From an optimization exercise on the open Yosys and OpenROAD flow, aimed at small area and a short achievable clock period; shortcuts taken in it are not production practice. Only simulation tests tie the RTL to the original design; equivalence was not proved. No activity file was given, so power comes from the tool's default toggle rates.

==> design/flow/flow/run.sh <==
#!/bin/bash
set -euo pipefail
export SETUP_SLACK_MARGIN=5.5
bash standard.sh > standard.log 2>&1
==> design/flow/standard.sh <==
#!/bin/bash
# synth_recipe.tcl (not shown) runs the flow's synth.tcl, then flattens the netlist and writes it again
# the make line also repeats each setting of config.mk as NAME=value (left out here)
make -C /OpenROAD-flow-scripts/flow DESIGN_CONFIG=/design/flow/config.mk WORK_HOME=/design/flow/orfs CLKGATE_MAP_FILE= SYNTH_SCRIPT=/design/flow/synth_recipe.tcl "${@:-finish}"
==> design/flow/config.mk <==
export PLATFORM = sky130hd
export DESIGN_NAME = PID_CONTROLLER
export DESIGN_NICKNAME = PID_CONTROLLER
export VERILOG_FILES = /design/flow/design.v
export SDC_FILE = /design/flow/constraint.sdc
export NUM_CORES = 4
export LEC_CHECK = 0
export CAP_MARGIN = 20
export CORE_MARGIN = 2
export CORE_UTILIZATION = 60
export CTS_BUF_LIST = sky130_fd_sc_hd__clkbuf_8
export SLEW_MARGIN = 20
==> design/flow/constraint.sdc <==
create_clock -name core_clock -period 10.0 [get_ports {clk}]
set_input_delay 2.0000 -clock core_clock [delete_from_list [all_inputs] [get_ports {clk}]]
set_output_delay 2.0000 -clock core_clock [all_outputs]
set_load 0.01 [all_outputs]
==> design/flow/design.v <==
module clock_generator(f_clk,rst,f_adc_clock,f_dac_clock,f_sw,f_sw_rise,t);
input f_clk,rst;
output f_adc_clock,f_dac_clock,f_sw;
output f_sw_rise;
output reg [8:0] t;
wire en = (&t[8:4]) & t[1] & t[0];       
assign f_sw_rise = en;
assign f_sw = en & t[2];                 
assign f_adc_clock = ~t[1] & ~t[0];
assign f_dac_clock = f_adc_clock;
always @(posedge f_clk)
  if (rst) t <= 9'd503;
  else if (en) t <= {8'd0, t[2]};
  else t <= t + 9'd1;
endmodule
module digital_PID_controller(clk,rst,en,init,qt,sel,adc,t,y0,y1);
input clk,rst;
input en;                       
input init;                     
input qt;                       
input sel;                      
input [8:0] adc;                
input [8:0] t;                  
output [11:0] y0,y1;            
reg [8:0] f0;
reg [8:0] fp;                   
reg fs;                         
reg [19:0] acc;                 
reg [13:0] k0;                  
reg kap;                        
reg [11:0] y0r;                 
reg y0e;                        
reg c1, c2, ca, cb, cx, cy, ck1, ck2;
reg fw;                         
wire band = ~f0[8] & (&f0[7:3]) & (|f0[2:0]);    
wire hi = sel & qt;
wire pass = (t[8:5] == 4'd1);
wire [4:0] s = t[4:0];
wire tp0 = (s <= 5'd8) ? fp[4] : fs;                                  
wire tp8 = (s == 5'd0) ? 1'b0 : (s <= 5'd9) ? fp[3] : fs;             
wire tp4 = (s < 5'd5) ? 1'b0 : (s <= 5'd13) ? fp[8] : fs;             
wire tp3 = (s < 5'd6) ? 1'b0 : (s <= 5'd14) ? fp[7] : fs;             
wire tpx = (s <= 5'd11) ? fp[1] : fs;                                 
wire tpy = (s < 5'd12) ? 1'b0 : fp[1];                                
reg f0m;                                                              
always @(*)
  case (s)
    5'd3,  5'd12: f0m = f0[0];
    5'd4,  5'd13: f0m = f0[1];
    5'd5,  5'd14: f0m = f0[2];
    5'd6,  5'd15: f0m = f0[3];
    5'd7,  5'd16: f0m = f0[4];
    5'd8,  5'd17: f0m = f0[5];
    5'd9,  5'd18: f0m = f0[6];
    5'd10, 5'd19: f0m = f0[7];
    default:      f0m = f0[8];
  endcase
wire f0x = (s <= 5'd11) ? f0m : f0[8];
wire f0y = (s < 5'd12) ? 1'b0 : f0m;
wire h1 = tp0 ^ tp8 ^ c1;
wire h1c = (tp0 & tp8) | (c1 & (tp0 ^ tp8));
wire h2 = tp4 ^ tp3 ^ c2;
wire h2c = (tp4 & tp3) | (c2 & (tp4 ^ tp3));
wire a0 = acc[0] & ~fw;
wire sa = a0 ^ h1 ^ ca;
wire sac = (a0 & h1) | (ca & (a0 ^ h1));
wire ab = sa ^ h2 ^ cb;                                               
wire abc = (sa & h2) | (cb & (sa ^ h2));
wire x = f0x ^ ~tpx ^ cx;
wire xc = (f0x & ~tpx) | (cx & (f0x ^ ~tpx));
wire y = f0y ^ ~tpy ^ cy;
wire yc = (f0y & ~tpy) | (cy & (f0y ^ ~tpy));
wire dy = (s < 5'd12) ? 1'b0 : y;                                     
wire nx = (s < 5'd3) ? 1'b1 : ~x;                                     
wire ak = (s <= 5'd17) ? ab : acc[19];
wire sk = ak ^ dy ^ ck1;
wire skc = (ak & dy) | (ck1 & (ak ^ dy));
wire kb = sk ^ nx ^ ck2;
wire kbc = (sk & nx) | (ck2 & (sk ^ nx));
always @(posedge clk) begin
  c1 <= pass & h1c;
  c2 <= pass & h2c;
  ca <= pass & sac;
  cb <= pass & abc;
  cx <= ~(pass & (s >= 5'd3)) | xc;
  cy <= ~(pass & (s >= 5'd12)) | yc;
  ck1 <= pass & (s >= 5'd2) & skc;
  ck2 <= ~(pass & (s >= 5'd2)) | kbc;
  k0 <= {(pass & (s >= 5'd7) & (s <= 5'd20)) ? kb : k0[0], k0[13:1]};
  if (pass & (s == 5'd3)) kap <= kb;
  if (pass & ((s == 5'd4) | (s == 5'd5))) kap <= kap & kb;
  if (pass & (s == 5'd6)) kap <= kap | kb;
end
wire [8:0] na = ~adc;
wire w = ~na[8] & (na[7:0] >= 8'd186);
wire hn = hi & ~init;
wire [13:0] kbase = init ? (sel ? 14'd0 : 14'd2203) : {k0[1:0], k0[13:2]};
wire [13:0] kc0 = w ? 14'd350 - 14'd1280 - 14'd2560 : 14'd350 - 14'd1280;
reg [13:0] kc1;
always @(*)
  case ({band, kap, w})
    3'b000: kc1 = 14'd350 - 14'd1280 + 14'd223;
    3'b001: kc1 = 14'd350 - 14'd1280 + 14'd223 - 14'd2560;
    3'b010: kc1 = 14'd350 - 14'd1280 + 14'd224;
    3'b011: kc1 = 14'd350 - 14'd1280 + 14'd224 - 14'd2560;
    3'b100: kc1 = 14'd350 - 14'd1280 + 14'd255;
    3'b101: kc1 = 14'd350 - 14'd1280 + 14'd255 - 14'd2560;
    3'b110: kc1 = 14'd350 - 14'd1280 + 14'd256;
    default: kc1 = 14'd350 - 14'd1280 + 14'd256 - 14'd2560;
  endcase
wire [13:0] kc = hn ? kc1 : kc0;
wire [13:0] o2 = {3'b000, adc[8], na[7:0], 2'b00};
wire [13:0] o3 = {5'b00000, adc[8], na[7:0]};
wire [13:0] p1 = kbase ^ o2 ^ o3;
wire [13:0] g1 = {(kbase[12:0] & o2[12:0]) | (kbase[12:0] & o3[12:0]) | (o2[12:0] & o3[12:0]), 1'b0};
wire [13:0] p2 = p1 ^ g1 ^ kc;
wire [13:0] g2 = {(p1[12:0] & g1[12:0]) | (p1[12:0] & kc[12:0]) | (g1[12:0] & kc[12:0]), 1'b0};
wire [13:0] y0n = p2 + g2;
wire [8:0] fe = init ? (sel ? 9'd0 : 9'b100100010) : hi ? f0 + 9'd7 : f0;
always @(posedge clk) begin
  if (en) begin
    y0r <= y0n[13:2];
    y0e <= y0n[1] | y0n[0];
    f0 <= 9'd69 - adc;
  end
  fp <= en ? fe : {fp[0], fp[8:1]};
  if (en) fs <= ~init & fe[8];
end
always @(posedge clk)
  if (rst) fw <= 1'b1;
  else if (en & ~init) fw <= 1'b0;
always @(posedge clk)
  acc <= {(pass & (s <= 5'd17)) ? ab : (pass & (s <= 5'd19) & s[4]) ? acc[19] : acc[0], acc[19:1]};
wire [11:0] d0 = y0r;
wire [11:0] ad = {band, band, 1'b0, band, band, 3'b000, 1'b1, 2'b00, y0e};
wire [12:0] rc;
assign rc[0] = 1'b0;
genvar i;
generate for (i = 0; i < 12; i = i + 1) begin : r1
  assign rc[i+1] = (d0[i] & ad[i]) | (rc[i] & (d0[i] ^ ad[i]));
end endgenerate
assign y0 = d0;
assign y1 = d0 ^ ad ^ rc[11:0];
endmodule
module DPWM_dead_time_circuit(clk,rst,sel,y0,y1,Q_H,Q_L);
input clk,rst,sel;
input [11:0] y0,y1;
output Q_H,Q_L;
reg q_pwm;
reg [5:0] shift;
reg [11:0] counter;
function le12;
  input [11:0] a, b;
  reg c;
  integer k;
  begin
    c = 1'b1;
    for (k = 0; k < 11; k = k + 1)
      c = (b[k] & ~a[k]) | (b[k] & c) | (~a[k] & c);
    le12 = (~b[11] & a[11]) | (~b[11] & c) | (a[11] & c);
  end
endfunction
wire low = counter[11] | (counter[10:1] == 10'd0);    
wire on = low | (sel ? le12(counter, y1) : le12(counter, y0));
wire wrap = (counter == 12'd499) & ~on;
always @(posedge clk)
  if (rst) begin
    q_pwm <= 1'b0;
    counter <= 12'd0;
    shift <= 6'd0;
  end else begin
    q_pwm <= on;
    counter <= wrap ? 12'd0 : counter + 12'd1;
    shift <= {shift[4:0], q_pwm};
  end
assign Q_H = q_pwm & shift[5];
assign Q_L = ~(q_pwm | shift[5]);
endmodule
module PID_CONTROLLER(clk,rst,clk_adc,clk_dac,pwm_high,pwm_low,adc_data,dac_data,Q_load,Q_L_R_tran);
input clk,rst,Q_L_R_tran;
output clk_adc,clk_dac,pwm_high,pwm_low,Q_load;
input signed [9:0] adc_data;
output [11:0] dac_data;
wire en, init;
wire [8:0] t;
reg [6:0] s;                    
wire q_tran = s[6];             
wire [11:0] y0, y1;
clock_generator u1(.f_clk(clk),.rst(rst),.f_adc_clock(clk_adc),.f_dac_clock(clk_dac),.f_sw(init),.f_sw_rise(en),.t(t));
always @(posedge clk)
  if (rst) s <= 7'd12;
  else if (en) s <= (s == 7'd112) ? 7'd12 : s + 7'd1;
digital_PID_controller u2(.clk(clk),.rst(rst),.en(en),.init(init),.qt(q_tran),.sel(Q_L_R_tran),
  .adc(adc_data[9:1]),.t(t),.y0(y0),.y1(y1));
DPWM_dead_time_circuit u6(.clk(clk),.rst(rst),.sel(Q_L_R_tran & q_tran),.y0(y0),.y1(y1),.Q_H(pwm_high),.Q_L(pwm_low));
assign Q_load = ~Q_L_R_tran & q_tran;
assign dac_data = 12'b0;
endmodule
==> out/qor_table.md, run 1 <==
| Result | Reported |
| --- | --- |
| Final RePlAce weighted congestion | 0.9399 |
| Proportion of power drawn by the clock network | 14.0% |
| Max-cap check violation count | 0 |
| HPWL Detailed | 9882 um |
| Maximum clock frequency | 221.2 MHz |
| Area Growth Syn to Fin | 12.72% |
| Number of antenna violations at the first check in global routing | 0 |
| Number of levels the H-tree was split into | 3 |
| CTS tree | done |
| Ratio of final minimum period to clock period | 45.22% |
| Cell taking the most area after synthesis | dfxtp_1 |
| Net count reported at finish | 792 |
| Post-Layout Inst Area | 7273 um^2 |
| Total via count in the routed design | 4,910 |
| End of the worst register-to-register path | u2.kap$_DFFE_PP_ |
| Layout cells sized above 1 | 15.60% |
| Syn. warnings | 4 |
| Element type at the critical path end | flip-flop |
| Placement Rows | 37 |
| List of most frequent post-synthesis cells | dfxtp_1, inv_1, nand2_1 |
| Worst hold path type | flip-flop to flip-flop |
| Logic pwr share | 52.2% |
| Largest clock skew in the final design | 0.01547 ns |
| Total CTS buffers | 9 |
| Overall track demand over capacity in global routing | 25.46% |
| Syn_area_per_cell | 9.420 um^2 |
| Worst R2R Start | u1.t[1]$_SDFF_PP1_ |
| Leading post-synthesis cells by cell area | dfxtp_1, edfxtp_1, fa_1 |
| DRC violations left | 0 |
| Cell internal pwr | 1.168 mW |
| Post-Place Cell Area | 6723 um^2 |
| Violation count after the first detailed-route iteration | 426 |
| Least-Margin Pin Slew | 0.7884 ns |
| Post-Route WL | 13,750 um |
| Number of synthesized flops with an enable pin | 25 |
| Switch Pwr | 0.8374 mW |
| Slack of the worst reg-to-reg path | 5.49 ns |
| Die X-Extent | 107.7 um |
| Routed length per instance | 16.10 um |
| Post-layout worst setup margin | 5.478 ns |
| Count of state elements after synthesis | 111 |
| Leakage power of the design | 2.983 nW |
| Number of hold violations in the final report | 0 |
| Share of flip-flops with an asynchronous set or reset | 0% |
| Final sum of negative setup slack | 0 ns |
| Endpoint of the worst hold path | u2.acc[13]$_DFF_P_ |
| Number of buffers between clock root and the deepest sink | 2 |
| GR Overflow Total | 0 |
| Total standard cell area after synthesis | 6452 um^2 |
| Peak VDD IR | 0.1476 mV |
| Power per standard cell area | 275.7 nW/um^2 |
| Worst max-slew margin expressed relative to the limit | 47.30% |
| Count of fill cells added during filler insertion | 805 |
| Final-report setup violation count | 0 |
| Core Box Area | 10,370 um^2 |
| Antenna diodes | 0 |
| Minimum clock period | 4.522 ns |
| Source-to-sink clock delay at the later pin of the worst-skew pair | 0.40 ns |
| Area share of the largest cell type after synthesis | 26.68% |
| Clock edge transition at the registers on the reported setup and hold paths | 0.12 ns |
| Share of power burned in registers | 33.8% |
| CP Data Arrival Time | 4.68 ns |
| Area enclosed by the die boundary | 11,600 um^2 |
| DRT antenna net count | 0 |
| Kind of critical path | primary input to flip-flop |
| Via count of the first global-routing pass | 4,822 |
| Global-route wire length before repair | 23,110 um |
| Clock Tree Root | clkbuf_8 |
| Initial DRT Pass Iterations | 5 |
| Die extent in y | 107.7 um |
| Setup repair after global routing missed its margin | true |
| Final Slew Violations | 0 |
| IO Count | 30 |
| Initial Util | 62.22% |
| Number of clock sinks | 111 |
| Maximum number of pins on one net before global-route repair | 36 |
| Reg2reg path depth | 16 |
| Sequential-to-total area share from yosys stat | 38.32% |
| Top flip-flop cell by instance count after synthesis | dfxtp_1 |
| Most frequent cell after synthesis | dfxtp_1 |
| Distinct cell type count of the synthesized netlist | 74 |
| Crit-path max FO | 8 |
| Share of total power consumed by net switching | 41.76% |
| Instance count along the most critical hold path | 0 |
| Worst min-delay path startpoint | u2.acc[14]$_DFF_P_ |
| Req. time, crit path | 10.16 ns |
| Number of buffers inserted by port buffering | 16 |
| Avg Vias per Cell | 5.749 |
| Crit path launch type | primary input |
| Setup slack after placement | 4.422 ns |
| Run status | complete, no violations |
| Instance count of the mapped netlist | 685 |
worst max-delay path by stage:
stage / slack, ns / from / to / cells past startpoint
floorplan: 5.42 / u1.t[1]$_SDFF_PP1_ / u2.kap$_DFFE_PP_ / 20
detailed placement: 4.42 / Q_L_R_tran / u2.y0r[11]$_DFFE_PP_ / 12
global route: 5.36 / u1.t[1]$_SDFF_PP1_ / u2.kap$_DFFE_PP_ / 18
CTS: 5.43 / u1.t[1]$_SDFF_PP1_ / u2.kap$_DFFE_PP_ / 18
finish: 5.48 / Q_L_R_tran / u2.y0r[11]$_DFFE_PP_ / 12
global placement: 4.46 / Q_L_R_tran / u2.y0r[11]$_DFFE_PP_ / 12
logic make-up (layout without fill, tap and decap cells):
| kind of cell | Yosys count | count (layout) | share of synthesized area [%] |
|---|---|---|---|
| AO/OA/AOI/OAI | 129 | 129 | 13.59 |
| XOR/XNOR | 44 | 44 | 5.972 |
| adder cells (fa/ha/maj) | 69 | 69 | 16.31 |
| buffers and inverters | 114 | 136 | 7.737 |
| flip-flops | 111 | 111 | 38.32 |
| multiplexers | 5 | 5 | 0.8338 |
| other | 1 | 12 | 0.05812 |
| AND/OR/NAND/NOR | 212 | 212 | 17.18 |
metal layers:
layer  global-route usage [%]  share of wire [%]  vias to the layer above  routed length, um
met5                        0                  0                        -                  0
met4                    7.326                1.4                        0                199
met3                    5.266                5.1                       18                704
met2                    42.72                 49                      148               6675
met1                    33.28                 45                     2368               6168
li1                         -                  -                     2376                  -
timing repair:
| item | in CTS | in global routing |
|---|---|---|
| cloned | 0 | 0 |
| endpoints found under the setup margin | 13 | 8 |
| pin swaps | 26 | 21 |
| buffers inserted | 17 | 5 |
| hold buffers | 0 | 0 |
| resized for setup | 69 | 14 |
area by class of cell:
type	instances	area, um^2	share of cell area (%)
multi-input combinational	471	3767	51.80
sequential	111	2485	34.16
timing repair buffer	42	326.6	4.490
inverter	78	299.0	4.111
tap	136	170.2	2.340
clock buffer	9	123.9	1.703
clock inverter	7	101.3	1.393
critical path: stages:
cell and delay, ns:
buf_6 0.12, nand2_4 0.09, or3_4 0.43, fa_1 0.47
ha_2 0.20, fa_2 0.35, a211oi_2 0.23, o21a_1 0.19
nor2_2 0.05, a211o_1 0.31, a21oi_2 0.16, xnor2_1 0.08
power groups by stage:
stage	Sequential, mW	Combinational (mW)	Clock [mW]
floorplan	0.638	0.716	0
global placement	0.680	0.854	0
detailed placement	0.683	0.882	0
CTS	0.674	1.00	0.288
global route	0.690	1.16	0.305
finish	0.678	1.05	0.281
flip-flops by register name (all words and copies together), names as in the netlist, 6 cells and up:
signal      cells
u1.t            9
s               7
u2.y0r         12
u2.k0          14
u6.shift        6
u2.fp           9
u2.f0           9
u2.acc         20
u6.counter     12
cell usage in the layout, fill, tap and decap left out, types with 4 or more instances in the layout:
cell              n
nand2b_1          8
clkbuf_8          9
a21oi_1          26
nor2_2            4
inv_2             6
clkdlybuf4s50_1   5
xnor2_1          29
fa_1             24
nand4_1          13
buf_4            26
o21ai_0          23
and2_1           11
a31oi_1           4
edfxtp_1         25
o21bai_1          5
o31ai_1           6
xor2_1           14
inv_1            69
ha_4              8
a22o_1            4
nor2b_1          23
a21o_1           13
nor3_1           17
ha_1             31
nand3_1          13
o22ai_1           4
nand2_1          45
a21oi_2           5
nor2_1           40
dfxtp_1          82
conb_1           12
or3_1             5
and3_1            7
clkinv_8          5
buf_2             4
metrics by stage:
step           power, mW  instances  hold slack [ns]  util, %
6_report           2.005        854           0.3403    70.14
5_1_grt            2.156        854           0.3469    70.14
4_1_cts            1.965        849           0.3411    69.51
3_5_place_dp       1.566        816           0.3121    64.83
3_3_place_gp       1.534        816           0.3130    64.83
2_1_floorplan      1.354        696           0.3096        -
==> run 2, diff against run 1 <==
==> design/flow/flow/run.sh (replaced) <==
#!/bin/bash
set -euo pipefail
export SETUP_SLACK_MARGIN=5.65
bash standard.sh > standard.log 2>&1
--- a/design/flow/config.mk
+++ b/design/flow/config.mk
@@ -9,3 +9,3 @@
 export CORE_MARGIN = 2
-export CORE_UTILIZATION = 60
+export CORE_UTILIZATION = 40
 export CTS_BUF_LIST = sky130_fd_sc_hd__clkbuf_8
==> run 2 against run 1 <==
Compared with the run above:
- sequential power increased by 2%
- die area increased by 48%
- non-clock buffer count decreased by 5
- maximum frequency about the same
- sequential share of layout area decreased by 0.62 points
- wire length increased by 0.18%
- power decreased by 0.16%
- critical path depth increased by 1
- clock power decreased by 7.1%
- combinational power about the same
- critical path type unchanged
- largest cell class unchanged
- highest routed layer unchanged
==> out/qor_table.md, run 2 <==
| Result | Reported | Change |
| --- | --- | --- |
| Run status | complete, no violations | unchanged |
| Top delay family on crit path | adder cells | unchanged |
| Area enclosed by the die boundary | 17,160 um^2 | was 11,600 um^2 |
| IO Count | 30 | unchanged |
| Syn_area_per_cell | 9.420 um^2 | unchanged |
| Total CTS buffers | 9 | unchanged |
| Final cell count without fillers | 930 | was 854 |
| Avg Vias per Cell | 5.147 | was 5.749 |
| Area Growth Syn to Fin | 14.97% | was 12.72% |
| Final RePlAce weighted congestion | 0.8589 | was 0.9399 |
| List of most frequent post-synthesis cells | dfxtp_1, inv_1, nand2_1 | unchanged |
| Worst max-slew margin expressed relative to the limit | 55.10% | was 47.30% |
| Setup repair after global routing missed its margin | true | unchanged |
| Minimum clock period | 4.526 ns | was 4.522 ns |
| Post-Place Cell Area | 6843 um^2 | was 6723 um^2 |
| Grt met2 use | 27.13% | was 42.72% |
| HPWL Detailed | 9997 um | was 9882 um |
| Net count reported at finish | 788 | was 792 |
| Distinct cell type count of the synthesized netlist | 74 | unchanged |
| Global-route wire length before repair | 22,230 um | was 23,110 um |
| Final sum of negative setup slack | 0 ns | unchanged |
| CTS tree | done | unchanged |
| Count of state elements after synthesis | 111 | unchanged |
| Number of instances in the placed design | 894 | was 816 |
| Final Slew Violations | 0 | unchanged |
| Number of clock sinks | 111 | unchanged |
| Final-report setup violation count | 0 | unchanged |
| Worst path bufs/invs | 4 | was 1 |
| Most used cell, CP | inv_1 |  |
| DRC violations left | 0 | unchanged |
| Post-Layout Inst Area | 7418 um^2 | was 7273 um^2 |
| Req. time, crit path | 10.15 ns | was 10.16 ns |
| Initial DRT Pass Iterations | 5 | unchanged |
| Slowest cell on the critical path | fa_1 | unchanged |
| Peak VDD IR | 0.1101 mV | was 0.1476 mV |
| Antenna diodes | 0 | unchanged |
| Share of total power consumed by net switching | 41.64% | was 41.76% |
| Ratio of final minimum period to clock period | 45.26% | was 45.22% |
| Element type at the critical path end | flip-flop | unchanged |
| Initial Util | 40.77% | was 62.22% |
| Slowest stage delay, CP | 0.54 ns | was 0.47 ns |
| Crit-path max FO | 6 | was 8 |
| Post-Synth Simple-Gate Area | 17.18% | unchanged |
| Number of synthesized flops with an enable pin | 25 | unchanged |
| Layout cells sized above 1 | 16.81% | was 15.60% |
| CP Data Arrival Time | 4.68 ns | about the same |
| Total standard cell area after synthesis | 6452 um^2 | unchanged |
| Power per standard cell area | 269.9 nW/um^2 | was 275.7 nW/um^2 |
| Crit path launch type | primary input | unchanged |
| Hold-fix buffers, CTS | 0 | unchanged |
| DRT antenna net count | 0 | unchanged |
| Leading post-synthesis cells by cell area | dfxtp_1, edfxtp_1, fa_1 | unchanged |
| Most Used Layer, Global Route | met2 | unchanged |
| Sequential-to-total area share from yosys stat | 38.32% | unchanged |
| Multiplexer share of the synthesized area | 0.8338% | unchanged |
| Via count of the first global-routing pass | 4,591 | was 4,822 |
| Leading cell type in the layout, fill and taps excluded | dfxtp_1 | unchanged |
| Post-layout worst setup margin | 5.474 ns | was 5.478 ns |
| Area share of the largest cell type after synthesis | 26.68% | unchanged |
| Dominant combinational cell family by area after synthesis | simple AND/OR/NAND/NOR gates | unchanged |
| Least-Margin Pin Slew | 0.6717 ns | was 0.7884 ns |
| GR Overflow Total | 0 | unchanged |
| Routed length per instance | 14.81 um | was 16.10 um |
| Share of flip-flops with an asynchronous set or reset | 0% | unchanged |
| Number of antenna violations at the first check in global routing | 0 | unchanged |
| Number of buffers inserted by port buffering | 16 | unchanged |
| Logic pwr share | 52.4% | was 52.2% |
| Clock Tree Root | clkbuf_8 | unchanged |
| Most used cells in the layout excluding fill and tap cells | dfxtp_1, inv_1, nand2_1 | unchanged |
| Worst slack on hold paths | 0.3358 ns | was 0.3403 ns |
| Syn. warnings | 4 | unchanged |
| Maximum clock frequency | 220.9 MHz | was 221.2 MHz |
| Flip-flop count of the largest register after layout | 20 | unchanged |
| Largest register by flop count | u2.acc | unchanged |
| Maximum number of pins on one net before global-route repair | 36 | unchanged |
| Number of levels the H-tree was split into | 3 | unchanged |
| Worst hold path type | flip-flop to flip-flop | unchanged |
| Total via count in the routed design | 4,787 | was 4,910 |
| Source-to-sink clock delay at the later pin of the worst-skew pair | 0.40 ns | about the same |
| Adder and majority cell fraction of the synthesized area | 16.31% | unchanged |
| Post-Route WL | 13,770 um | was 13,750 um |
| Die X-Extent | 131.0 um | was 107.7 um |
| Most frequent cell after synthesis | dfxtp_1 | unchanged |
| Kind of critical path | primary input to flip-flop | unchanged |
| Violation count after the first detailed-route iteration | 268 | was 426 |
| Placement Rows | 46 | was 37 |
| Cell taking the most area after synthesis | dfxtp_1 | unchanged |
| Die extent in y | 131.0 um | was 107.7 um |
| Switch Pwr | 0.8335 mW | was 0.8374 mW |
| Max-cap check violation count | 0 | unchanged |
| PnR Total Power | 2.002 mW | was 2.005 mW |
| Top flip-flop cell by instance count after synthesis | dfxtp_1 | unchanged |
| Synth Area in Compound Gates | 13.59% | unchanged |
| Number of hold violations in the final report | 0 | unchanged |
| Core Box Area | 15,830 um^2 | was 10,370 um^2 |
| Cell internal pwr | 1.168 mW | about the same |
| Registers with the highest flip-flop counts | u2.acc: 20 flops, u2.k0: 14 flops | unchanged |
| Share of the core filled with cells in the final layout | 46.87% | was 70.14% |
| Proportion of power drawn by the clock network | 13.0% | was 14.0% |
| Met1 Resource Use GR | 21.67% | was 33.28% |
| Clock edge transition at the registers on the reported setup and hold paths | 0.10 ns | was 0.12 ns |
| Instance count of the mapped netlist | 685 | unchanged |
| Leakage power of the design | 2.960 nW | was 2.983 nW |
| Overall track demand over capacity in global routing | 16.45% | was 25.46% |
| Number of buffers between clock root and the deepest sink | 2 | unchanged |
| Met3 track demand over resource in global routing | 3.705% | was 5.266% |
| Setup slack after placement | 4.417 ns | was 4.422 ns |
| Cells along the critical path | buf_2, inv_1, fa_1, inv_1, fa_1, inv_1, ha_4, o21a_1, nor2_2, nor2_2, a211o_1, a21oi_2, xnor2_1 | was buf_6, nand2_4, or3_4, fa_1, ha_2, fa_2, a211oi_2, o21a_1, nor2_2, a211o_1, a21oi_2, xnor2_1 |
| Share of power burned in registers | 34.6% | was 33.8% |
| Parity-gate share of the synthesized area counting xor and xnor cells | 5.972% | unchanged |
| Largest clock skew in the final design | 0.02281 ns | was 0.01547 ns |
## run 2: kinds of logic (layout without fill, tap and decap cells)
logic type / count (synthesis) / in the layout
AO/OA/AOI/OAI: 129 / 129
XOR/XNOR: 44 / 44
adder cells (fa/ha/maj): 69 / 69
buffers and inverters: 114 / 131
flip-flops: 111 / 111
multiplexers: 5 / 5
other: 1 / 12
AND/OR/NAND/NOR: 212 / 213
## run 2: worst paths after layout
path / from / to / slack, ns / cells after the start
worst max-delay path: adc_data[5] / u2.y0r[11]$_DFFE_PP_ / 5.47 / 13
worst min-delay path: u2.acc[11]$_DFF_P_ / u2.acc[10]$_DFF_P_ / 0.34 / 0
worst max register to register: u1.t[1]$_SDFF_PP1_ / u2.kap$_DFFE_PP_ / 5.57 / 18
worst min register to register: u2.acc[11]$_DFF_P_ / u2.acc[10]$_DFF_P_ / 0.34 / 0
## run 2: worst register-to-register path: stages (launching register included)
cell and delay, ns:
dfxtp_4 0.40, inv_4 0.05, ha_4 0.16, nor2_4 0.11
o21ai_2 0.06, mux2i_1 0.13, a21oi_1 0.16, a21oi_2 0.05
fa_1 0.45, fa_1 0.49, inv_1 0.05, fa_1 0.45
mux2_4 0.28, fa_1 0.50, inv_2 0.04, fa_2 0.55
a41oi_1 0.05, nor2_1 0.15, a21oi_1 0.06
## run 2: cell type report
| cell class | count | area [um^2] |
|---|---|---|
| Clock buffer | 9 | 123.9 |
| Clock inverter | 7 | 65.06 |
| Fill cell | 1471 | 8409 |
| Inverter | 78 | 304.0 |
| Multi-Input combinational cell | 472 | 3859 |
| Sequential cell | 111 | 2489 |
| Tap cell | 216 | 270.3 |
| Timing Repair Buffer | 37 | 307.8 |
## run 2: power groups by stage
stage          clock network, mW  registers (mW)  logic, mW
2_1_floorplan                  0           0.638      0.724
3_3_place_gp                   0           0.695      0.849
3_5_place_dp                   0           0.696      0.875
4_1_cts                    0.269           0.689      0.975
5_1_grt                    0.284           0.709       1.17
6_report                   0.261           0.693       1.05
## run 2: repair_timing
| action | 4_1_cts | 5_1_grt |
|---|---|---|
| endpoints found under the setup margin | 16 | 19 |
| cloned | 0 | 1 |
| pin swaps | 24 | 19 |
| gates resized for setup | 73 | 29 |
| setup buffers | 13 | 6 |
| hold endpoints to repair | 0 | 0 |
## run 2: per-layer routing
layer | vias to the layer above | wire length, um
li1 | 2366 | -
met1 | 2304 | 6342
met2 | 100 | 6644
met3 | 17 | 589
met4 | 0 | 197
met5 | - | 0
==> run 3, diff against run 2 <==
==> design/flow/flow/run.sh (replaced) <==
#!/bin/bash
set -euo pipefail
export SETUP_SLACK_MARGIN=5.4
bash standard.sh > standard.log 2>&1
==> run 3 against run 2 <==
Compared with the run above:
- sequential power barely moved
- critical path type unchanged
- power fell by 3.9%
- flip-flop and latch count did not move
- hold slack got worse by 0.0015 ns
- final area fell by 2.6%
- register-to-register slack got worse by 0.02 ns
- still clean
- largest power group unchanged
==> out/qor_table.md, run 3 <==
| Result | Reported | Change |
| --- | --- | --- |
| Run status | complete, no violations | unchanged |
| Core Box Area | 15,830 um^2 | unchanged |
| Area enclosed by the die boundary | 17,160 um^2 | unchanged |
| Total standard cell area after synthesis | 6452 um^2 | unchanged |
| Number of antenna violations at the first check in global routing | 0 | unchanged |
| Routed length per instance | 14.45 um | was 14.81 um |
| Largest clock skew in the final design | 0.01491 ns | was 0.02281 ns |
| Number of buffers inserted by port buffering | 16 | unchanged |
| GR Overflow Total | 0 | unchanged |
| Final-report setup violation count | 0 | unchanged |
| Number of hold violations in the final report | 0 | unchanged |
| Least-Margin Pin Slew | 0.7814 ns | was 0.6717 ns |
| Overall track demand over capacity in global routing | 16.32% | was 16.45% |
| Sequential-to-total area share from yosys stat | 38.32% | unchanged |
| Max-cap check violation count | 0 | unchanged |
| Layout cells sized above 1 | 12.48% | was 16.81% |
| Kind of critical path | primary input to flip-flop | unchanged |
| Via count of the first global-routing pass | 4,466 | was 4,591 |
| Combined flip-flop and latch cell area | 2489 um^2 | unchanged |
| Share of flip-flops with an asynchronous set or reset | 0% | unchanged |
| Net count reported at finish | 779 | was 788 |
| CP Data Arrival Time | 4.67 ns | was 4.68 ns |
| Most used cells in the layout excluding fill and tap cells | dfxtp_1, inv_1, nand2_1 | unchanged |
| Cell taking the most area after synthesis | dfxtp_1 | unchanged |
| Req. time, crit path | 10.15 ns | about the same |
| Total CTS buffers | 9 | unchanged |
| Proportion of power drawn by the clock network | 14.0% | was 13.0% |
| Instance count of the mapped netlist | 685 | unchanged |
| Count of state elements after synthesis | 111 | unchanged |
| Worst slack on hold paths | 0.3343 ns | was 0.3358 ns |
| Worst R2R Start | u1.t[1]$_SDFF_PP1_ | unchanged |
| Peak VDD IR | 0.1108 mV | was 0.1101 mV |
| Clock Tree Root | clkbuf_8 | unchanged |
| Cell internal pwr | 1.142 mW | was 1.168 mW |
| HPWL Detailed | 9940 um | was 9997 um |
| Worst hold path type | flip-flop to flip-flop | unchanged |
| Count of fill cells added during filler insertion | 1,484 | was 1,471 |
| Power per standard cell area | 266.3 nW/um^2 | was 269.9 nW/um^2 |
| Post-Route WL | 13,310 um | was 13,770 um |
| Reg2reg path depth | 16 | was 18 |
| End of the worst register-to-register path | u2.kap$_DFFE_PP_ | unchanged |
| Element type at the critical path end | flip-flop | unchanged |
| Setup repair after global routing missed its margin | true | unchanged |
| Logic pwr share | 50.0% | was 52.4% |
| Top flip-flop cell by instance count after synthesis | dfxtp_1 | unchanged |
| Violation count after the first detailed-route iteration | 268 | unchanged |
| Number of levels the H-tree was split into | 3 | unchanged |
| Source-to-sink clock delay at the later pin of the worst-skew pair | 0.40 ns | about the same |
| Most frequent cell after synthesis | dfxtp_1 | unchanged |
| Share of power burned in registers | 36.0% | was 34.6% |
| Leading cell type in the layout, fill and taps excluded | dfxtp_1 | unchanged |
| Initial Util | 40.77% | unchanged |
| Die X-Extent | 131.0 um | unchanged |
| Slack of the worst reg-to-reg path | 5.55 ns | was 5.57 ns |
| Minimum clock period | 4.519 ns | was 4.526 ns |
| Switch Pwr | 0.7825 mW | was 0.8335 mW |
| Area of combinational cells with multiple inputs | 3737 um^2 | was 3859 um^2 |
| Number of clock sinks | 111 | unchanged |
| DRC violations left | 0 | unchanged |
| Launch point of the worst path | Q_L_R_tran | was adc_data[5] |
| Maximum number of pins on one net before global-route repair | 36 | unchanged |
| Worst max-slew margin expressed relative to the limit | 47.77% | was 55.10% |
| Antenna diodes | 0 | unchanged |
| Final Slew Violations | 0 | unchanged |
| Placement Rows | 46 | unchanged |
| List of most frequent post-synthesis cells | dfxtp_1, inv_1, nand2_1 | unchanged |
| CTS tree | done | unchanged |
| Total via count in the routed design | 4,780 | was 4,787 |
| Leakage power of the design | 2.930 nW | was 2.960 nW |
| IO Count | 30 | unchanged |
| Crit path launch type | primary input | unchanged |
| Registers with the highest flip-flop counts | u2.acc: 20 flops, u2.k0: 14 flops | unchanged |
| Share of total power consumed by net switching | 40.67% | was 41.64% |
| Distinct cell type count of the synthesized netlist | 74 | unchanged |
| Area share of the largest cell type after synthesis | 26.68% | unchanged |
| Ratio of final minimum period to clock period | 45.19% | was 45.26% |
| Syn_area_per_cell | 9.420 um^2 | unchanged |
| Area Growth Syn to Fin | 11.98% | was 14.97% |
| Clock edge transition at the registers on the reported setup and hold paths | 0.10 ns | about the same |
| Number of synthesized flops with an enable pin | 25 | unchanged |
| Final RePlAce weighted congestion | 0.8642 | was 0.8589 |
| Leading post-synthesis cells by cell area | dfxtp_1, edfxtp_1, fa_1 | unchanged |
| Maximum clock frequency | 221.3 MHz | was 220.9 MHz |
| Syn. warnings | 4 | unchanged |
| Flip-flop count of the largest register after layout | 20 | unchanged |
| Final sum of negative setup slack | 0 ns | unchanged |
| Crit-path max FO | 8 | was 6 |
| Avg Vias per Cell | 5.190 | was 5.147 |
| Initial DRT Pass Iterations | 5 | unchanged |
| Largest register by flop count | u2.acc | unchanged |
| Number of buffers between clock root and the deepest sink | 2 | unchanged |
| Destination of the critical timing path | u2.y0r[11]$_DFFE_PP_ | unchanged |
| Die extent in y | 131.0 um | unchanged |
| Global-route wire length before repair | 21,780 um | was 22,230 um |
| DRT antenna net count | 0 | unchanged |
run 3: cell counts after synthesis:
Identical to the previous run, type by type.
run 3: repair_timing:
action / 4_1_cts / 5_1_grt
pin swaps: 15 / 12
resized for setup: 56 / 19
hold buffers: 0 / 0
cloned: 0 / 0
setup buffers: 11 / 0
setup endpoints to repair: 12 / 8
endpoints found under the hold margin: 0 / 0
run 3: power groups by stage:
stage / logic [mW] / clock network [mW] / registers [mW]
finish: 0.963 / 0.269 / 0.693
global route: 1.08 / 0.294 / 0.708
CTS: 0.946 / 0.279 / 0.691
detailed placement: 0.852 / 0 / 0.698
global placement: 0.832 / 0 / 0.694
floorplan: 0.711 / 0 / 0.638
run 3: layout make-up:
| cell class | instances | share of cell area (%) |
|---|---|---|
| clock buffer | 9 | 1.714 |
| clock inverter | 7 | 0.9870 |
| inverter | 78 | 4.139 |
| multi-input combinational | 471 | 51.72 |
| sequential | 111 | 34.44 |
| tap | 216 | 3.740 |
| timing repair buffer | 29 | 3.255 |
run 3: critical path, cell delays in order:
cell and delay, ns:
buf_4 0.15, nand2_4 0.10, or3_4 0.40, fa_1 0.44, ha_2 0.22, fa_2 0.35
a211oi_2 0.23, o21a_1 0.18, nor2_1 0.07, a211o_1 0.31, a21oi_2 0.16, xnor2_1 0.07
run 3: worst min-delay path by stage:
| stage | from | slack (ns) | to | cells past startpoint |
|---|---|---|---|---|
| floorplan | u2.acc[1]$_DFF_P_ | 0.31 | u2.acc[0]$_DFF_P_ | 0 |
| global placement | u2.acc[11]$_DFF_P_ | 0.31 | u2.acc[10]$_DFF_P_ | 0 |
| detailed placement | u2.acc[18]$_DFF_P_ | 0.31 | u2.acc[17]$_DFF_P_ | 0 |
| CTS | u2.acc[18]$_DFF_P_ | 0.34 | u2.acc[17]$_DFF_P_ | 0 |
| global route | u2.acc[18]$_DFF_P_ | 0.34 | u2.acc[17]$_DFF_P_ | 0 |
| finish | u2.acc[17]$_DFF_P_ | 0.33 | u2.acc[16]$_DFF_P_ | 0 |
run 3: cells by family (layout without fill, tap and decap cells):
logic type                 count (synthesis)  in the layout  synth area share, %
AOI/OAI and AO/OA                        129            129                13.59
xor gates and xnor gates                  44             44                5.972
adders and majority gates                 69             69                16.31
buffers and inverters                    114            123                7.737
DFF                                      111            111                38.32
muxes                                      5              5               0.8338
other                                      1             12              0.05812
and+or+nand+nor                          212            212                17.18
run 3: through the flow:
stage	power, mW	cells	setup WS (ns)	utilization [%]	area [um^2]
2_1_floorplan	1.349	696	5.414	-	6569
3_3_place_gp	1.527	894	4.417	42.90	6790
3_5_place_dp	1.550	894	4.402	42.94	6797
4_1_cts	1.916	921	5.406	45.53	7206
5_1_grt	2.084	921	5.373	45.65	7226
6_report	1.924	921	5.481	45.65	7226
run 3: layer usage:
metal	GRT usage, %	part of all wire [%]	up-vias
li1	-	-	2350
met1	21.68	46	2312
met2	26.03	48	97
met3	2.728	4.2	21
met4	7.635	2.3	0
met5	0	0	-
==> run 4, diff against run 3 <==
==> design/flow/flow/run.sh (replaced) <==
#!/bin/bash
set -euo pipefail
export SETUP_SLACK_MARGIN=5.5
bash standard.sh > standard.log 2>&1
--- a/design/flow/config.mk
+++ b/design/flow/config.mk
@@ -11,2 +11,3 @@
 export CTS_BUF_LIST = sky130_fd_sc_hd__clkbuf_8
+export PLACE_DENSITY = 0.6
 export SLEW_MARGIN = 20
==> run 4 against run 3 <==
Compared with the run above:
- first-iteration DRC count shrank 3.4%
- final cell count grew 0.54%
- critical path depth grew 6
- sequential power is essentially flat
- synthesized area is the same
- clock skew grew 0.00053 ns
- wire length grew 3.3%
- die area is the same
- core utilization grew 0.60 points
- final area grew 1.3%
- sequential share of layout area shrank 0.45 points
- power grew 3.4%
==> out/qor_table.md, run 4 <==
| Result | Reported | Change |
| --- | --- | --- |
| Number of levels the H-tree was split into | 3 | unchanged |
| Number of buffers inserted by port buffering | 16 | unchanged |
| Worst R2R Start | u1.t[1]$_SDFF_PP1_ | unchanged |
| Most used cell, CP | fa_1 |  |
| DRT antenna net count | 0 | unchanged |
| Share of flip-flops with an asynchronous set or reset | 0% | unchanged |
| Ratio of final minimum period to clock period | 44.76% | was 45.19% |
| Initial DRT Pass Iterations | 4 | was 5 |
| DRC violations left | 0 | unchanged |
| Net count reported at finish | 784 | was 779 |
| Area Growth Syn to Fin | 13.46% | was 11.98% |
| Number of antenna violations at the first check in global routing | 0 | unchanged |
| Clock Tree Root | clkbuf_8 | unchanged |
| Largest register by flop count | u2.acc | unchanged |
| Final Slew Violations | 0 | unchanged |
| Most frequent cell after synthesis | dfxtp_1 | unchanged |
| Power per standard cell area | 271.6 nW/um^2 | was 266.3 nW/um^2 |
| Instance count along the most critical hold path | 0 | unchanged |
| Area enclosed by the die boundary | 17,160 um^2 | unchanged |
| Number of synthesized flops with an enable pin | 25 | unchanged |
| Hold-fix buffers, CTS | 0 | unchanged |
| Leading post-synthesis cells by cell area | dfxtp_1, edfxtp_1, fa_1 | unchanged |
| Proportion of power drawn by the clock network | 13.2% | was 14.0% |
| Maximum clock frequency | 223.4 MHz | was 221.3 MHz |
| Endpoint of the worst hold path | u2.acc[8]$_DFF_P_ | was u2.acc[16]$_DFF_P_ |
| Post-layout worst setup margin | 5.524 ns | was 5.481 ns |
| Number of buffers between clock root and the deepest sink | 2 | unchanged |
| Synth Area in Compound Gates | 13.59% | unchanged |
| Sequential-to-total area share from yosys stat | 38.32% | unchanged |
| Distinct cell type count of the synthesized netlist | 74 | unchanged |
| Overall track demand over capacity in global routing | 16.94% | was 16.32% |
| Cell internal pwr | 1.158 mW | was 1.142 mW |
| Final-report setup violation count | 0 | unchanged |
| Reg2reg path depth | 18 | was 16 |
| Multiplexer share of the synthesized area | 0.8338% | unchanged |
| Global-route wire length before repair | 22,950 um | was 21,780 um |
| Syn_area_per_cell | 9.420 um^2 | unchanged |
| Via count of the first global-routing pass | 4,782 | was 4,466 |
| Post-Place Cell Area | 6814 um^2 | was 6797 um^2 |
| Max-cap check violation count | 0 | unchanged |
| Count of state elements after synthesis | 111 | unchanged |
| Cells along the critical path | inv_4, ha_4, nor2_4, o21ai_2, mux2i_1, a21oi_1, a21oi_2, fa_1, fa_1, inv_1, fa_1, mux2_4, fa_1, inv_2, fa_2, a41oi_2, nor2_1, a21oi_1 | was buf_4, nand2_4, or3_4, fa_1, ha_2, fa_2, a211oi_2, o21a_1, nor2_1, a211o_1, a21oi_2, xnor2_1 |
| CP Data Arrival Time | 4.63 ns | was 4.67 ns |
| Kind of critical path | flip-flop to flip-flop | was primary input to flip-flop |
| Placement Rows | 46 | unchanged |
| Die extent in y | 131.0 um | unchanged |
| Routed length per instance | 14.85 um | was 14.45 um |
| Instance count of the mapped netlist | 685 | unchanged |
| Dominant combinational cell family by area after synthesis | simple AND/OR/NAND/NOR gates | unchanged |
| Logic pwr share | 51.8% | was 50.0% |
| Slowest stage delay, CP | 0.56 ns | was 0.44 ns |
| Registers with the highest flip-flop counts | u2.acc: 20 flops, u2.k0: 14 flops | unchanged |
| Source-to-sink clock delay at the later pin of the worst-skew pair | 0.40 ns | about the same |
| Syn. warnings | 4 | unchanged |
| Share of total power consumed by net switching | 41.76% | was 40.67% |
| Setup repair after global routing missed its margin | true | unchanged |
| Layout cells sized above 1 | 14.51% | was 12.48% |
| Run status | complete, no violations | unchanged |
| Post-Layout Inst Area | 7321 um^2 | was 7226 um^2 |
| Core Box Area | 15,830 um^2 | unchanged |
| Maximum number of pins on one net before global-route repair | 36 | unchanged |
| Element type at the critical path end | flip-flop | unchanged |
| Share of power burned in registers | 35.0% | was 36.0% |
| Share of the core filled with cells in the final layout | 46.25% | was 45.65% |
| Clock edge transition at the registers on the reported setup and hold paths | 0.10 ns | about the same |
| Antenna diodes | 0 | unchanged |
| Post-Synth Simple-Gate Area | 17.18% | unchanged |
| Switch Pwr | 0.8305 mW | was 0.7825 mW |
| Peak VDD IR | 0.1387 mV | was 0.1108 mV |
| Least-Margin Pin Slew | 0.7946 ns | was 0.7814 ns |
| Leakage power of the design | 2.934 nW | was 2.930 nW |
| End of the worst register-to-register path | u2.kap$_DFFE_PP_ | unchanged |
| Post-Route WL | 13,750 um | was 13,310 um |
| CTS tree | done | unchanged |
| Worst max-slew margin expressed relative to the limit | 46.89% | was 47.77% |
| Initial Util | 40.77% | unchanged |
| Final RePlAce weighted congestion | 0.8583 | was 0.8642 |
| Area share of the largest cell type after synthesis | 26.68% | unchanged |
| Number of clock sinks | 111 | unchanged |
| Total standard cell area after synthesis | 6452 um^2 | unchanged |
| Minimum clock period | 4.476 ns | was 4.519 ns |
| Die X-Extent | 131.0 um | unchanged |
| Flip-flop count of the largest register after layout | 20 | unchanged |
| Area of combinational cells with multiple inputs | 3805 um^2 | was 3737 um^2 |
| List of most frequent post-synthesis cells | dfxtp_1, inv_1, nand2_1 | unchanged |
| GR Overflow Total | 0 | unchanged |
| Count of fill cells added during filler insertion | 1,518 | was 1,484 |
| Leading cell type in the layout, fill and taps excluded | dfxtp_1 | unchanged |
| Worst min-delay path startpoint | u2.acc[9]$_DFF_P_ | was u2.acc[17]$_DFF_P_ |
| Crit path launch type | flip-flop | was primary input |
| Slack of the worst reg-to-reg path | 5.52 ns | was 5.55 ns |
| Number of hold violations in the final report | 0 | unchanged |
| Worst hold path type | flip-flop to flip-flop | unchanged |
| IO Count | 30 | unchanged |
| Most used cells in the layout excluding fill and tap cells | dfxtp_1, inv_1, nand2_1 | unchanged |
| Violation count after the first detailed-route iteration | 259 | was 268 |
| Top flip-flop cell by instance count after synthesis | dfxtp_1 | unchanged |
| Adder and majority cell fraction of the synthesized area | 16.31% | unchanged |
| Total via count in the routed design | 4,777 | was 4,780 |
| Final sum of negative setup slack | 0 ns | unchanged |
| Slowest cell on the critical path | fa_2 | was fa_1 |
| Largest clock skew in the final design | 0.01544 ns | was 0.01491 ns |
| Setup slack after placement | 4.428 ns | was 4.402 ns |
| HPWL Detailed | 10,090 um | was 9940 um |
| Parity-gate share of the synthesized area counting xor and xnor cells | 5.972% | unchanged |
| Total CTS buffers | 9 | unchanged |
| Crit-path max FO | 6 | was 8 |
| Avg Vias per Cell | 5.159 | was 5.190 |
| Req. time, crit path | 10.15 ns | about the same |
| Combined flip-flop and latch cell area | 2489 um^2 | unchanged |
| Cell taking the most area after synthesis | dfxtp_1 | unchanged |
run 4: per-layer routing:
metal  up-vias  global-route usage (%)  share of wire, %
met5         -                       0                 0
met4         0                   5.069               1.7
met3        19                   3.746               4.1
met2        83                   28.31                49
met1      2315                   21.99                46
li1       2360                       -                 -
run 4: cell families after synthesis:
group / Yosys count
and+or+nand+nor: 212
adders and majority gates: 69
AOI/OAI and AO/OA: 129
DFF: 111
muxes: 5
other: 1
xor gates and xnor gates: 44
buffers and inverters: 114
run 4: worst max path at each step:
stage                       startpoint                   end  slack [ns]
floorplan           u1.t[1]$_SDFF_PP1_      u2.kap$_DFFE_PP_        5.42
global placement            Q_L_R_tran  u2.y0r[11]$_DFFE_PP_        4.45
detailed placement          Q_L_R_tran  u2.y0r[11]$_DFFE_PP_        4.43
CTS                 u1.t[1]$_SDFF_PP1_      u2.kap$_DFFE_PP_        5.44
global route        u1.t[1]$_SDFF_PP1_      u2.kap$_DFFE_PP_        5.34
finish              u1.t[1]$_SDFF_PP1_      u2.kap$_DFFE_PP_        5.52
run 4: power by group through the flow:
| stage | combinational [mW] | clock (mW) | sequential (mW) |
|---|---|---|---|
| 2_1_floorplan | 0.716 | 0 | 0.638 |
| 3_3_place_gp | 0.843 | 0 | 0.695 |
| 3_5_place_dp | 0.872 | 0 | 0.698 |
| 4_1_cts | 0.967 | 0.274 | 0.692 |
| 5_1_grt | 1.15 | 0.292 | 0.709 |
| 6_report | 1.03 | 0.263 | 0.695 |
run 4: metrics by stage:
stage / std cells / hold slack [ns] / total power, mW
after global routing: 926 / 0.3455 / 2.156
after floorplan: 696 / 0.3096 / 1.354
after global placement: 894 / 0.3150 / 1.538
after CTS: 922 / 0.3423 / 1.932
final: 926 / 0.3375 / 1.989
after detailed placement: 894 / 0.3121 / 1.570
run 4: timing repair:
item	in CTS	in global routing
gates resized for setup	65	27
endpoints found under the setup margin	15	12
cloned	0	1
buffers inserted	12	3
pin swaps	21	24
run 4: critical path: cells and delay by family (launching register included):
family,cells,cell delay [ns]
flip-flops,1,0.42
adder cells (fa/ha/maj),6,2.64
AO/OA/AOI/OAI,5,0.36
buffers and inverters,3,0.14
AND/OR/NAND/NOR,2,0.27
multiplexers,2,0.41
run 4: area by class of cell:
| cell class | count | area share (%) |
|---|---|---|
| clock inverter | 7 | 0.9058 |
| clock buffer | 9 | 1.692 |
| timing repair buffer | 33 | 3.692 |
| multi-input combinational | 472 | 51.97 |
| tap | 216 | 3.692 |
| inverter | 78 | 4.051 |
| sequential | 111 | 33.99 |
==> run 5, diff against run 4 <==
--- a/design/flow/config.mk
+++ b/design/flow/config.mk
@@ -11,3 +11,3 @@
 export CTS_BUF_LIST = sky130_fd_sc_hd__clkbuf_8
-export PLACE_DENSITY = 0.6
+export GPL_TIMING_DRIVEN = 0
 export SLEW_MARGIN = 20
==> run 5 against run 4 <==
Compared with the run above:
- still clean on timing, DRC and antenna
- synthesized cell count stayed put
- largest cell class unchanged
- combinational power is 7% higher
- final cell count is 3.7% higher
==> out/qor_table.md, run 5 <==
| Result | Reported | Change |
| --- | --- | --- |
| Run status | complete, no violations | unchanged |
| Final RePlAce weighted congestion | 0.8841 | was 0.8583 |
| Area share of the largest cell type after synthesis | 26.68% | unchanged |
| Worst min-delay path startpoint | u2.acc[14]$_DFF_P_ | was u2.acc[9]$_DFF_P_ |
| Final sum of negative setup slack | 0 ns | unchanged |
| Leakage power of the design | 3.073 nW | was 2.934 nW |
| Flip-flop count of the largest register after layout | 20 | unchanged |
| Source-to-sink clock delay at the later pin of the worst-skew pair | 0.40 ns | about the same |
| Distinct cell type count of the synthesized netlist | 74 | unchanged |
| Clock Tree Root | clkbuf_8 | unchanged |
| Instance count along the most critical hold path | 0 | unchanged |
| Post-Synth Simple-Gate Area | 17.18% | unchanged |
| CP Data Arrival Time | 4.72 ns | was 4.63 ns |
| Number of hold violations in the final report | 0 | unchanged |
| Antenna diodes | 0 | unchanged |
| Placement Rows | 46 | unchanged |
| Synth Area in Compound Gates | 13.59% | unchanged |
| Syn_area_per_cell | 9.420 um^2 | unchanged |
| Number of clock sinks | 111 | unchanged |
| Worst R2R Start | u1.t[1]$_SDFF_PP1_ | unchanged |
| Multiplexer share of the synthesized area | 0.8338% | unchanged |
| Overall track demand over capacity in global routing | 17.67% | was 16.94% |
| Slowest cell on the critical path | fa_2 | unchanged |
| Worst hold path type | flip-flop to flip-flop | unchanged |
| Top delay family on crit path | adder cells | unchanged |
| Reg2reg path depth | 20 | was 18 |
| CTS tree | done | unchanged |
| Slowest stage delay, CP | 0.54 ns | was 0.56 ns |
| Worst max-slew margin expressed relative to the limit | 48.50% | was 46.89% |
| Leading cell type in the layout, fill and taps excluded | dfxtp_1 | unchanged |
| DRC violations left | 0 | unchanged |
| Power per standard cell area | 265.9 nW/um^2 | was 271.6 nW/um^2 |
| Largest register by flop count | u2.acc | unchanged |
| Setup slack after placement | 4.387 ns | was 4.428 ns |
| Most used cell, CP | fa_1 | unchanged |
| Number of buffers inserted by port buffering | 16 | unchanged |
| Number of antenna violations at the first check in global routing | 0 | unchanged |
| Endpoint of the worst hold path | u2.acc[13]$_DFF_P_ | was u2.acc[8]$_DFF_P_ |
| Die X-Extent | 131.0 um | unchanged |
| Parity-gate share of the synthesized area counting xor and xnor cells | 5.972% | unchanged |
| Kind of critical path | flip-flop to flip-flop | unchanged |
| GR Overflow Total | 0 | unchanged |
| Initial Util | 40.77% | unchanged |
| Violation count after the first detailed-route iteration | 266 | was 259 |
| Element type at the critical path end | flip-flop | unchanged |
| Count of state elements after synthesis | 111 | unchanged |
| Sequential-to-total area share from yosys stat | 38.32% | unchanged |
| Least-Margin Pin Slew | 0.7654 ns | was 0.7946 ns |
| Global-route wire length before repair | 23,750 um | was 22,950 um |
| Dominant combinational cell family by area after synthesis | simple AND/OR/NAND/NOR gates | unchanged |
| Net count reported at finish | 818 | was 784 |
| Slack of the worst reg-to-reg path | 5.43 ns | was 5.52 ns |
| Crit path launch type | flip-flop | unchanged |
| HPWL Detailed | 11,000 um | was 10,090 um |
| Post-Place Cell Area | 7017 um^2 | was 6814 um^2 |
| DRT antenna net count | 0 | unchanged |
| Number of levels the H-tree was split into | 3 | unchanged |
| Adder and majority cell fraction of the synthesized area | 16.31% | unchanged |
| Post-layout worst setup margin | 5.432 ns | was 5.524 ns |
| Initial DRT Pass Iterations | 5 | was 4 |
| Area enclosed by the die boundary | 17,160 um^2 | unchanged |
| Number of buffers between clock root and the deepest sink | 2 | unchanged |
| Layout cells sized above 1 | 17.47% | was 14.51% |
| Avg Vias per Cell | 5.156 | was 5.159 |
| Final-report setup violation count | 0 | unchanged |
| Post-Route WL | 14,440 um | was 13,750 um |
| Instance count of the mapped netlist | 685 | unchanged |
| Area Growth Syn to Fin | 17.20% | was 13.46% |
| Total CTS buffers | 9 | unchanged |
| Count of fill cells added during filler insertion | 1,475 | was 1,518 |
| Maximum number of pins on one net before global-route repair | 33 | was 36 |
| Most used cells in the layout excluding fill and tap cells | dfxtp_1, inv_1, nand2_1 | unchanged |
| Final Slew Violations | 0 | unchanged |
| Maximum clock frequency | 218.9 MHz | was 223.4 MHz |
| End of the worst register-to-register path | u2.kap$_DFFE_PP_ | unchanged |
| Max-cap check violation count | 0 | unchanged |
| Setup repair after global routing missed its margin | true | unchanged |
| Via count of the first global-routing pass | 4,823 | was 4,782 |
| IO Count | 30 | unchanged |
| Routed length per instance | 15.04 um | was 14.85 um |
| Clock edge transition at the registers on the reported setup and hold paths | 0.11 ns | was 0.10 ns |
| Peak VDD IR | 0.1134 mV | was 0.1387 mV |
| Total standard cell area after synthesis | 6452 um^2 | unchanged |
| Share of flip-flops with an asynchronous set or reset | 0% | unchanged |
| Worst path bufs/invs | 5 | was 3 |
| Req. time, crit path | 10.16 ns | was 10.15 ns |
| Minimum clock period | 4.568 ns | was 4.476 ns |
| Die extent in y | 131.0 um | unchanged |
| Ratio of final minimum period to clock period | 45.68% | was 44.76% |
| Cell taking the most area after synthesis | dfxtp_1 | unchanged |
| Registers with the highest flip-flop counts | u2.acc: 20 flops, u2.k0: 14 flops | unchanged |
| Cells along the critical path | buf_6, clkinv_4, ha_4, buf_8, nor2_4, o21ai_2, mux2i_1, a21oi_1, a21oi_2, fa_1, fa_1, inv_1, fa_1, mux2_4, fa_1, inv_2, fa_2, a41oi_2, nor2_1, a21oi_1 | was inv_4, ha_4, nor2_4, o21ai_2, mux2i_1, a21oi_1, a21oi_2, fa_1, fa_1, inv_1, fa_1, mux2_4, fa_1, inv_2, fa_2, a41oi_2, nor2_1, a21oi_1 |
| Hold-fix buffers, CTS | 0 | unchanged |
| Most frequent cell after synthesis | dfxtp_1 | unchanged |
| Leading post-synthesis cells by cell area | dfxtp_1, edfxtp_1, fa_1 | unchanged |
| Post-Layout Inst Area | 7562 um^2 | was 7321 um^2 |
| Core Box Area | 15,830 um^2 | unchanged |
| Number of synthesized flops with an enable pin | 25 | unchanged |
| List of most frequent post-synthesis cells | dfxtp_1, inv_1, nand2_1 | unchanged |
| Share of the core filled with cells in the final layout | 47.78% | was 46.25% |
| Top flip-flop cell by instance count after synthesis | dfxtp_1 | unchanged |
| Total via count in the routed design | 4,950 | was 4,777 |
| Largest clock skew in the final design | 0.02225 ns | was 0.01544 ns |
| Syn. warnings | 4 | unchanged |
| Crit-path max FO | 2 | was 6 |
run 5: cell families (layout without fill, tap and decap cells):
kind of cell,after synthesis,count (layout)
other,1,12
adders and majority gates,69,69
xor gates and xnor gates,44,44
buffers and inverters,114,162
muxes,5,5
and+or+nand+nor,212,212
AOI/OAI and AO/OA,129,129
DFF,111,111
run 5: cell type report:
| type | instances | area [um^2] | area share (%) |
|---|---|---|---|
| buffer | 36 | 251.5 | 3.326 |
| clock buffer | 9 | 123.9 | 1.638 |
| clock inverter | 7 | 60.06 | 0.7942 |
| inverter | 78 | 301.5 | 3.987 |
| multi-input combinational | 471 | 3807 | 50.35 |
| sequential | 111 | 2477 | 32.76 |
| tap | 216 | 270.3 | 3.574 |
| timing repair buffer | 32 | 270.3 | 3.574 |
run 5: per-stage QoR:
stage | std cells | hold WS, ns | total power, mW
detailed placement | 928 | 0.3121 | 1.597
global placement | 928 | 0.3135 | 1.575
CTS | 956 | 0.3330 | 1.951
finish | 960 | 0.3366 | 2.011
global route | 960 | 0.3484 | 2.182
floorplan | 696 | 0.3096 | 1.354
run 5: worst max path at each step:
stage	cells after the start	to	start
2_1_floorplan	20	u2.kap$_DFFE_PP_	u1.t[1]$_SDFF_PP1_
3_3_place_gp	12	u2.y0r[11]$_DFFE_PP_	Q_L_R_tran
3_5_place_dp	12	u2.y0r[11]$_DFFE_PP_	Q_L_R_tran
4_1_cts	20	u2.kap$_DFFE_PP_	u1.t[1]$_SDFF_PP1_
5_1_grt	20	u2.kap$_DFFE_PP_	u1.t[1]$_SDFF_PP1_
6_report	20	u2.kap$_DFFE_PP_	u1.t[1]$_SDFF_PP1_
run 5: where the power goes:
part,internal (mW),switching [mW]
Combinational,0.497,0.599
Clock,0.0960,0.162
Sequential,0.584,0.0738
Total,1.18,0.834
run 5: repair_timing:
item,CTS,global route
pin swaps,22,14
setup buffers,12,4
endpoints found under the setup margin,12,12
resized for setup,66,40
run 5: per-layer routing:
| metal | track usage [%] | vias to the layer above | share of wire, % |
|---|---|---|---|
| met2 | 29.56 | 115 | 48 |
| met4 | 6.070 | 0 | 2.5 |
| met3 | 3.420 | 26 | 4.8 |
| li1 | - | 2422 | - |
| met5 | 0 | - | 0 |
| met1 | 22.93 | 2387 | 45 |
==> run 6, diff against run 5 <==
--- a/design/flow/config.mk
+++ b/design/flow/config.mk
@@ -11,3 +11,2 @@
 export CTS_BUF_LIST = sky130_fd_sc_hd__clkbuf_8
-export GPL_TIMING_DRIVEN = 0
 export SLEW_MARGIN = 20
==> run 6 against run 5 <==
Compared with the run above:
- wire length decreased by 4.7%
- flip-flop and latch count stayed put
- via count is 3.5% lower
- final area fell by 3.2%
==> out/qor_table.md, run 6 <==
| Result | Reported | Change |
| --- | --- | --- |
| Placement Rows | 46 | unchanged |
| Routed wire length on met3 | 558 um | was 690 um |
| Area Growth Syn to Fin | 13.46% | was 17.20% |
| Metal-1 WL | 6283 um | was 6486 um |
| DRC violations left | 0 | unchanged |
| Most frequent cell after synthesis | dfxtp_1 | unchanged |
| Number of buffers inserted by port buffering | 16 | unchanged |
| Endpoint of the worst hold path | u2.acc[8]$_DFF_P_ | was u2.acc[13]$_DFF_P_ |
| Instance count of the mapped netlist | 685 | unchanged |
| Initial DRT Pass Iterations | 4 | was 5 |
| Sequential-to-total area share from yosys stat | 38.32% | unchanged |
| Largest register by flop count | u2.acc | unchanged |
| Peak VDD IR | 0.1387 mV | was 0.1134 mV |
| Syn. warnings | 4 | unchanged |
| Minimum clock period | 4.476 ns | was 4.568 ns |
| Number of buffers between clock root and the deepest sink | 2 | unchanged |
| Run status | complete, no violations | unchanged |
| Final Slew Violations | 0 | unchanged |
| Number of clock sinks | 111 | unchanged |
| Post-Route WL | 13,750 um | was 14,440 um |
| Global-route wire length before repair | 22,950 um | was 23,750 um |
| Violation count after the first detailed-route iteration | 259 | was 266 |
| Net count reported at finish | 784 | was 818 |
| Kind of critical path | flip-flop to flip-flop | unchanged |
| Area share of the largest cell type after synthesis | 26.68% | unchanged |
| Power per standard cell area | 271.6 nW/um^2 | was 265.9 nW/um^2 |
| Clock Tree Root | clkbuf_8 | unchanged |
| Req. time, crit path | 10.15 ns | was 10.16 ns |
| Max-cap check violation count | 0 | unchanged |
| Maximum number of pins on one net before global-route repair | 36 | was 33 |
| Top flip-flop cell by instance count after synthesis | dfxtp_1 | unchanged |
| Die extent in y | 131.0 um | unchanged |
| CTS tree | done | unchanged |
| HPWL Detailed | 10,090 um | was 11,000 um |
| Total standard cell area after synthesis | 6452 um^2 | unchanged |
| Least-Margin Pin Slew | 0.7946 ns | was 0.7654 ns |
| Final-report setup violation count | 0 | unchanged |
| Met2 routed wirelength | 6675 um | was 6902 um |
| Syn_area_per_cell | 9.420 um^2 | unchanged |
| Worst max-slew margin expressed relative to the limit | 46.89% | was 48.50% |
| Flip-flop count of the largest register after layout | 20 | unchanged |
| End of the worst register-to-register path | u2.kap$_DFFE_PP_ | unchanged |
| CP Data Arrival Time | 4.63 ns | was 4.72 ns |
| Worst min-delay path startpoint | u2.acc[9]$_DFF_P_ | was u2.acc[14]$_DFF_P_ |
| Core Box Area | 15,830 um^2 | unchanged |
| Maximum clock frequency | 223.4 MHz | was 218.9 MHz |
| Ratio of final minimum period to clock period | 44.76% | was 45.68% |
| Number of levels the H-tree was split into | 3 | unchanged |
| Layout cells sized above 1 | 14.51% | was 17.47% |
| Area enclosed by the die boundary | 17,160 um^2 | unchanged |
| List of most frequent post-synthesis cells | dfxtp_1, inv_1, nand2_1 | unchanged |
| Reg2reg path depth | 18 | was 20 |
| Cell taking the most area after synthesis | dfxtp_1 | unchanged |
| IO Count | 30 | unchanged |
| Slack of the worst reg-to-reg path | 5.52 ns | was 5.43 ns |
| Clock edge transition at the registers on the reported setup and hold paths | 0.10 ns | was 0.11 ns |
| Count of state elements after synthesis | 111 | unchanged |
| Total CTS buffers | 9 | unchanged |
| Registers with the highest flip-flop counts | u2.acc: 20 flops, u2.k0: 14 flops | unchanged |
| Number of synthesized flops with an enable pin | 25 | unchanged |
| Worst R2R Start | u1.t[1]$_SDFF_PP1_ | unchanged |
| Final RePlAce weighted congestion | 0.8583 | was 0.8841 |
| Initial Util | 40.77% | unchanged |
| Leading cell type in the layout, fill and taps excluded | dfxtp_1 | unchanged |
| Total via count in the routed design | 4,777 | was 4,950 |
| Setup repair after global routing missed its margin | true | unchanged |
| Antenna diodes | 0 | unchanged |
| PnR Total Power | 1.989 mW | was 2.011 mW |
| Overall track demand over capacity in global routing | 16.94% | was 17.67% |
| Final sum of negative setup slack | 0 ns | unchanged |
| Top layer in use | met4 | unchanged |
| Instance count along the most critical hold path | 0 | unchanged |
| Distinct cell type count of the synthesized netlist | 74 | unchanged |
| Share of flip-flops with an asynchronous set or reset | 0% | unchanged |
| Most used cells in the layout excluding fill and tap cells | dfxtp_1, inv_1, nand2_1 | unchanged |
| Largest clock skew in the final design | 0.01544 ns | was 0.02225 ns |
| Source-to-sink clock delay at the later pin of the worst-skew pair | 0.40 ns | about the same |
| Worst hold path type | flip-flop to flip-flop | unchanged |
| Number of antenna violations at the first check in global routing | 0 | unchanged |
| Leakage power of the design | 2.934 nW | was 3.073 nW |
| DRT antenna net count | 0 | unchanged |
| Avg Vias per Cell | 5.159 | was 5.156 |
| Crit path launch type | flip-flop | unchanged |
| Via count of the first global-routing pass | 4,782 | was 4,823 |
| Count of fill cells added during filler insertion | 1,518 | was 1,475 |
| Number of hold violations in the final report | 0 | unchanged |
| Element type at the critical path end | flip-flop | unchanged |
| Routed length per instance | 14.85 um | was 15.04 um |
| Die X-Extent | 131.0 um | unchanged |
| Crit-path max FO | 6 | was 2 |
| Leading post-synthesis cells by cell area | dfxtp_1, edfxtp_1, fa_1 | unchanged |
| GR Overflow Total | 0 | unchanged |
run 6: cell counts after synthesis:
Identical to the previous run, type by type.
run 6: metrics by stage:
stage	utilization, %	cells	instance area (um^2)	setup slack, ns	hold WS (ns)
6_report	46.25	926	7321	5.524	0.3375
5_1_grt	46.25	926	7321	5.343	0.3455
4_1_cts	45.57	922	7213	5.445	0.3423
3_5_place_dp	43.05	894	6814	4.428	0.3121
3_3_place_gp	43.01	894	6808	4.454	0.3150
2_1_floorplan	-	696	6586	5.420	0.3096
run 6: layer usage:
metal,up-vias,global-route usage [%]
met1,2315,21.99
met4,0,5.069
li1,2360,-
met3,19,3.746
met2,83,28.31
met5,-,0
run 6: cell type report:
type                       count  area (um^2)  area share (%)
multi-input combinational    472         3805           51.97
sequential                   111         2489           33.99
inverter                      78        296.5           4.051
timing repair buffer          33        270.3           3.692
tap                          216        270.3           3.692
clock buffer                   9        123.9           1.692
clock inverter                 7        66.31          0.9058
run 6: report_power, final:
part | internal (mW) | total [mW] | switching [mW]
clock network | 0.0964 | 0.263 | 0.166
logic | 0.476 | 1.03 | 0.555
registers | 0.586 | 0.695 | 0.109
total | 1.16 | 1.99 | 0.830
run 6: how the worst max path moves through the flow:
stage | cells after the start | end | start | slack, ns
after floorplan | 20 | u2.kap$_DFFE_PP_ | u1.t[1]$_SDFF_PP1_ | 5.42
after global placement | 12 | u2.y0r[11]$_DFFE_PP_ | Q_L_R_tran | 4.45
after detailed placement | 12 | u2.y0r[11]$_DFFE_PP_ | Q_L_R_tran | 4.43
after CTS | 18 | u2.kap$_DFFE_PP_ | u1.t[1]$_SDFF_PP1_ | 5.44
after global routing | 18 | u2.kap$_DFFE_PP_ | u1.t[1]$_SDFF_PP1_ | 5.34
final | 18 | u2.kap$_DFFE_PP_ | u1.t[1]$_SDFF_PP1_ | 5.52
run 6: timing repair:
action | 4_1_cts | 5_1_grt
resized for setup | 65 | 27
pin swaps | 21 | 24
setup buffers | 12 | 3
endpoints found under the setup margin | 15 | 12
gates cloned | 0 | 1
hold buffers | 0 | 0
run 6: cells by family (layout without fill, tap and decap cells):
kind of cell               count (synthesis)  after routing  synth area share, %
and+or+nand+nor                          212            213                17.18
AOI/OAI and AO/OA                        129            129                13.59
buffers and inverters                    114            127                7.737
DFF                                      111            111                38.32
adders and majority gates                 69             69                16.31
xor gates and xnor gates                  44             44                5.972
muxes                                      5              5               0.8338
other                                      1             12              0.05812
run 6: worst max-delay path: stages (launching register included):
cell and delay (ns):
dfxtp_4 0.42, inv_4 0.05, ha_4 0.17, nor2_4 0.11, o21ai_2 0.06, mux2i_1 0.13
a21oi_1 0.16, a21oi_2 0.05, fa_1 0.46, fa_1 0.49, inv_1 0.05, fa_1 0.46
mux2_4 0.28, fa_1 0.50, inv_2 0.04, fa_2 0.56, a41oi_2 0.04, nor2_1 0.16
a21oi_1 0.05

Re-timed with assumed drivers on the ports (clkbuf_16 on the clock, buf_2 on other inputs), run 6 has 5.487 ns of setup slack against 5.524 ns with ideal ports, and 5.113 ns once port delays also move by the mid clock arrival of 0.427 ns.
